Source: an optimization exercise on an open RTL-to-GDS flow (aim: small area, a short achievable clock period and few clock cycles). Production flows keep margins and buffers that such runs may drop.
The RTL was checked by simulation tests, not by an equivalence proof against the original design.
Power is estimated from default activity; no workload was simulated.

## run A
// mycpu_top
module mycpu_top(
    input  wire        clk,
    input  wire        resetn,
    output wire        inst_sram_en,
    output wire [ 3:0] inst_sram_wen,
    output wire [31:0] inst_sram_addr,
    output wire [31:0] inst_sram_wdata,
    input  wire [31:0] inst_sram_rdata,
    output wire        data_sram_en,
    output wire [ 3:0] data_sram_wen,
    output wire [31:0] data_sram_addr,
    output wire [31:0] data_sram_wdata,
    input  wire [31:0] data_sram_rdata,
    output wire [31:0] debug_wb_pc,
    output wire [ 3:0] debug_wb_rf_wen,
    output wire [ 4:0] debug_wb_rf_wnum,
    output wire [31:0] debug_wb_rf_wdata
);
Settings: LEC_CHECK=0, CAP_MARGIN=10, CORE_MARGIN=2, CORE_UTILIZATION=40, CTS_CLUSTER_DIAMETER=80, CTS_CLUSTER_SIZE=22, SLEW_MARGIN=10; clock period 11.0 ns.
standard.sh (not shown) runs the stock make flow with config.mk's settings and CLKGATE_MAP_FILE= SYNTH_SCRIPT=/design/flow/synth_recipe.tcl, a recipe that flattens the netlist after the stock synthesis.
==> flow/flow/run.sh <==
#!/bin/bash
# The standard layout (standard.sh), with two knobs changed:
#  - port buffers are buf_8 cells instead of the default delay-cell buffers
set -euo pipefail
bash standard.sh "BUFFER_PORTS_ARGS=-buffer_cell sky130_fd_sc_hd__buf_8" \
    SETUP_SLACK_MARGIN=6.8 finish > make_finish.log 2>&1
Run A closes out successfully: all stages finished, all timing, DRC and antenna checks passed.
Testbench counts of run A, summed over its fixed seeds: cycles 39,777.
Input changes introduced in run B (baseline for comparison: run A):
Settings: CORE_UTILIZATION: 40 -> 45; CTS_CLUSTER_SIZE: 22 -> 18; CTS_CLUSTER_DIAMETER: 80 -> 100.
==> flow/flow/run.sh <==
#!/bin/bash
# The standard layout (standard.sh), with two knobs changed:
#  - port buffers are buf_4 cells instead of the default delay-cell buffers
set -euo pipefail
bash standard.sh "BUFFER_PORTS_ARGS=-buffer_cell sky130_fd_sc_hd__buf_4" \
    SETUP_SLACK_MARGIN=6.8 finish > make_finish.log 2>&1
--- outcome ---
- Diff run B..run A | post-route DRC violation count | unchanged
- After synthesis and placement, the instance count of run B is below that of run A.
- The synthesis-to-layout area growth of run B falls short of that of run A by 1.7 points.
Inputs modified between run B and run C:
==> flow/flow/run.sh <==
#!/bin/bash
# The standard layout (standard.sh), with two knobs changed:
#  - port buffers are buf_4 cells instead of the default delay-cell buffers
set -euo pipefail
bash standard.sh "BUFFER_PORTS_ARGS=-buffer_cell sky130_fd_sc_hd__buf_4" \
    SETUP_SLACK_MARGIN=6.9 finish > make_finish.log 2>&1
--- outcome ---
- Wire length of run C exceeds that of run B slightly.
- Synthesized area came out exactly the same in run B and run C.
- Taking run B as the reference, in run C initial antenna violation count rose by 6, switching part of the total about even.
- Per the comparison of run C with run B, first-pass GRT wire length now smaller, utilization after layout higher, number of buffers outside the clock class in the layout saw an increase, combinational group share of total power +0.9 points, final area +2.9%.
- Between run C and run B, it is run C whose number of vias after detailed routing is higher, by 1.6%.
- Run C: complete, dirty (slew limit)


Starting RTL as in the previous note.
## mycpu_top
module mycpu_top(
    input  wire        clk,
    input  wire        resetn,
    output wire        inst_sram_en,
    output wire [ 3:0] inst_sram_wen,
    output wire [31:0] inst_sram_addr,
    output wire [31:0] inst_sram_wdata,
    input  wire [31:0] inst_sram_rdata,
    output wire        data_sram_en,
    output wire [ 3:0] data_sram_wen,
    output wire [31:0] data_sram_addr,
    output wire [31:0] data_sram_wdata,
    input  wire [31:0] data_sram_rdata,
    output wire [31:0] debug_wb_pc,
    output wire [ 3:0] debug_wb_rf_wen,
    output wire [ 4:0] debug_wb_rf_wnum,
    output wire [31:0] debug_wb_rf_wdata
);
clock: 11.0 ns
lec_check: 0
cap_margin: 10
core_margin: 2
core_utilization: 40
slew_margin: 10
tns_end_percent: 20
==> flow/flow/run.sh <==
#!/bin/bash
# The standard layout (standard.sh), with two knobs changed:
#  - port buffers are buf_8 cells instead of the default delay-cell buffers
set -euo pipefail
bash standard.sh "BUFFER_PORTS_ARGS=-buffer_cell sky130_fd_sc_hd__buf_8" \
    SETUP_SLACK_MARGIN=6.8 finish > make_finish.log 2>&1
Testbench counts at the start, summed over its fixed seeds: cycles 39,777.
Then changed:
==> flow/flow/run.sh (replaced) <==
#!/bin/bash
# The standard layout (standard.sh), with two knobs changed:
#  - port buffers are buf_4 cells instead of the default delay-cell buffers
set -euo pipefail
bash standard.sh "BUFFER_PORTS_ARGS=-buffer_cell sky130_fd_sc_hd__buf_4" \
    SETUP_SLACK_MARGIN=6.8 finish > make_finish.log 2>&1
CORE_UTILIZATION = 50   (was 40)
CTS_CLUSTER_DIAMETER = 100   (was default)
CTS_CLUSTER_SIZE = 18   (was default)
TNS_END_PERCENT = default   (was 20)
=>
- total power shrinks by 9.8%
- worst setup slack improved by 0.049 ns
- non-clock buffer count goes up by 60
- clock skew drops by 0.0058 ns
- register-to-register slack gets better by 0.06 ns
Then changed:
==> flow/flow/run.sh (replaced) <==
#!/bin/bash
# The standard layout (standard.sh), with two knobs changed:
#  - port buffers are buf_8 cells instead of the default delay-cell buffers
set -euo pipefail
bash standard.sh "BUFFER_PORTS_ARGS=-buffer_cell sky130_fd_sc_hd__buf_8" \
    SETUP_SLACK_MARGIN=6.8 finish > make_finish.log 2>&1
CORE_UTILIZATION = 40   (was 50)
CTS_CLUSTER_DIAMETER = default   (was 100)
CTS_CLUSTER_SIZE = default   (was 18)
Result:
- The new run completed with no timing, DRC or antenna violations
- count of clock-buffer cells in the layout goes up by 52
- hold slack degrades by 0.0055 ns
- sequential share of layout area goes down by 1.8 points
- worst setup slack improves by 0.092 ns
- sequential power goes up by about 0.9%
- register-to-register slack improves by 0.14 ns
- maximum frequency goes up by about 2%
- critical path depth goes up by 4
Then changed:
==> flow/flow/run.sh (replaced) <==
#!/bin/bash
# The standard layout (standard.sh), with two knobs changed:
#  - port buffers are buf_4 cells instead of the default delay-cell buffers
set -euo pipefail
bash standard.sh "BUFFER_PORTS_ARGS=-buffer_cell sky130_fd_sc_hd__buf_4" \
    SETUP_SLACK_MARGIN=6.8 finish > make_finish.log 2>&1
CTS_CLUSTER_DIAMETER = 100   (was default)
CTS_CLUSTER_SIZE = 18   (was default)
Result:
- The changed run finished clean
- cell count decreases by 0.67%
- total power shrinks by 11%
- cell area came out lower by 3.6%
- via count stays flat
- count of clock-buffer cells in the layout drops by 56
- setup slack degrades by 0.12 ns
- first-iteration DRC count came out higher by 4.3%
- wire length hardly moves
- register-to-register slack loses 0.06 ns
- clock skew grows by 0.013 ns
Then changed:
==> flow/flow/run.sh (replaced) <==
#!/bin/bash
# The standard layout (standard.sh), with two knobs changed:
#  - port buffers are buf_8 cells instead of the default delay-cell buffers
set -euo pipefail
bash standard.sh "BUFFER_PORTS_ARGS=-buffer_cell sky130_fd_sc_hd__buf_8" \
    SETUP_SLACK_MARGIN=6.8 finish > make_finish.log 2>&1
What happened: Fmax hardly moves. First-iteration DRC count went down by 1.6%. Sequential share of layout area is lower by 0.30 points. Utilization rises by 0.33 points. Critical path depth is higher by 3. Clock power barely changes. Setup slack barely changes.

[re-timing with driven ports]
No port has a modelled driver above. Below, the same layouts with a new extraction and two added sets of constraints.
Step 1: set_driving_cell puts a clkbuf_16 on clk and a buf_2 on each other input, an assumption about the parent block.
Step 2 also shifts input and output timing later by t, the mid clock arrival at the registers, as if the neighbouring blocks saw the same clock.
Three values: no drivers, after step 1, after step 2; two values: the first two.
| run | shift t [ns] | slack for setup (ns) | worst hold slack (ns) | worst setup path after step 2 | worst slew at a driven data input, ns |
|---|---|---|---|---|---|
| run A | 0.907 | 6.571 / 6.420 / 5.513 | 0.329 / 0.329 / 0.329 | input to register | 0.35 |
| run B | 0.893 | 6.583 / 6.457 / 5.564 | 0.327 / 0.327 / 0.327 | input to register | 0.31 |
| run C | 0.899 | 6.594 / 6.439 / 5.540 | 0.327 / 0.327 / 0.327 | input to register | 0.41 |
| the first run of note 2 | 0.931 | 6.503 / 6.330 / 5.399 | 0.322 / 0.322 / 0.322 | input to register | 0.37 |
| the second run of note 2 | 0.883 | 6.552 / 6.499 / 5.616 | 0.323 / 0.323 / 0.323 | input to register | 0.32 |
| the third run of note 2 | 0.919 | 6.644 / 6.472 / 5.552 | 0.317 / 0.317 / 0.317 | input to register | 0.36 |
| the fourth run of note 2 | 0.888 | 6.527 / 6.363 / 5.474 | 0.329 / 0.329 / 0.329 | input to register | 0.33 |
| the fifth run of note 2 | 0.897 | 6.528 / 6.264 / 5.367 | 0.328 / 0.328 / 0.328 | input to register | 0.39 |
For the fifth run of note 2, which loses most, drivers alone change the setup slack by -0.264 ns; drivers and shift together by -1.161 ns.
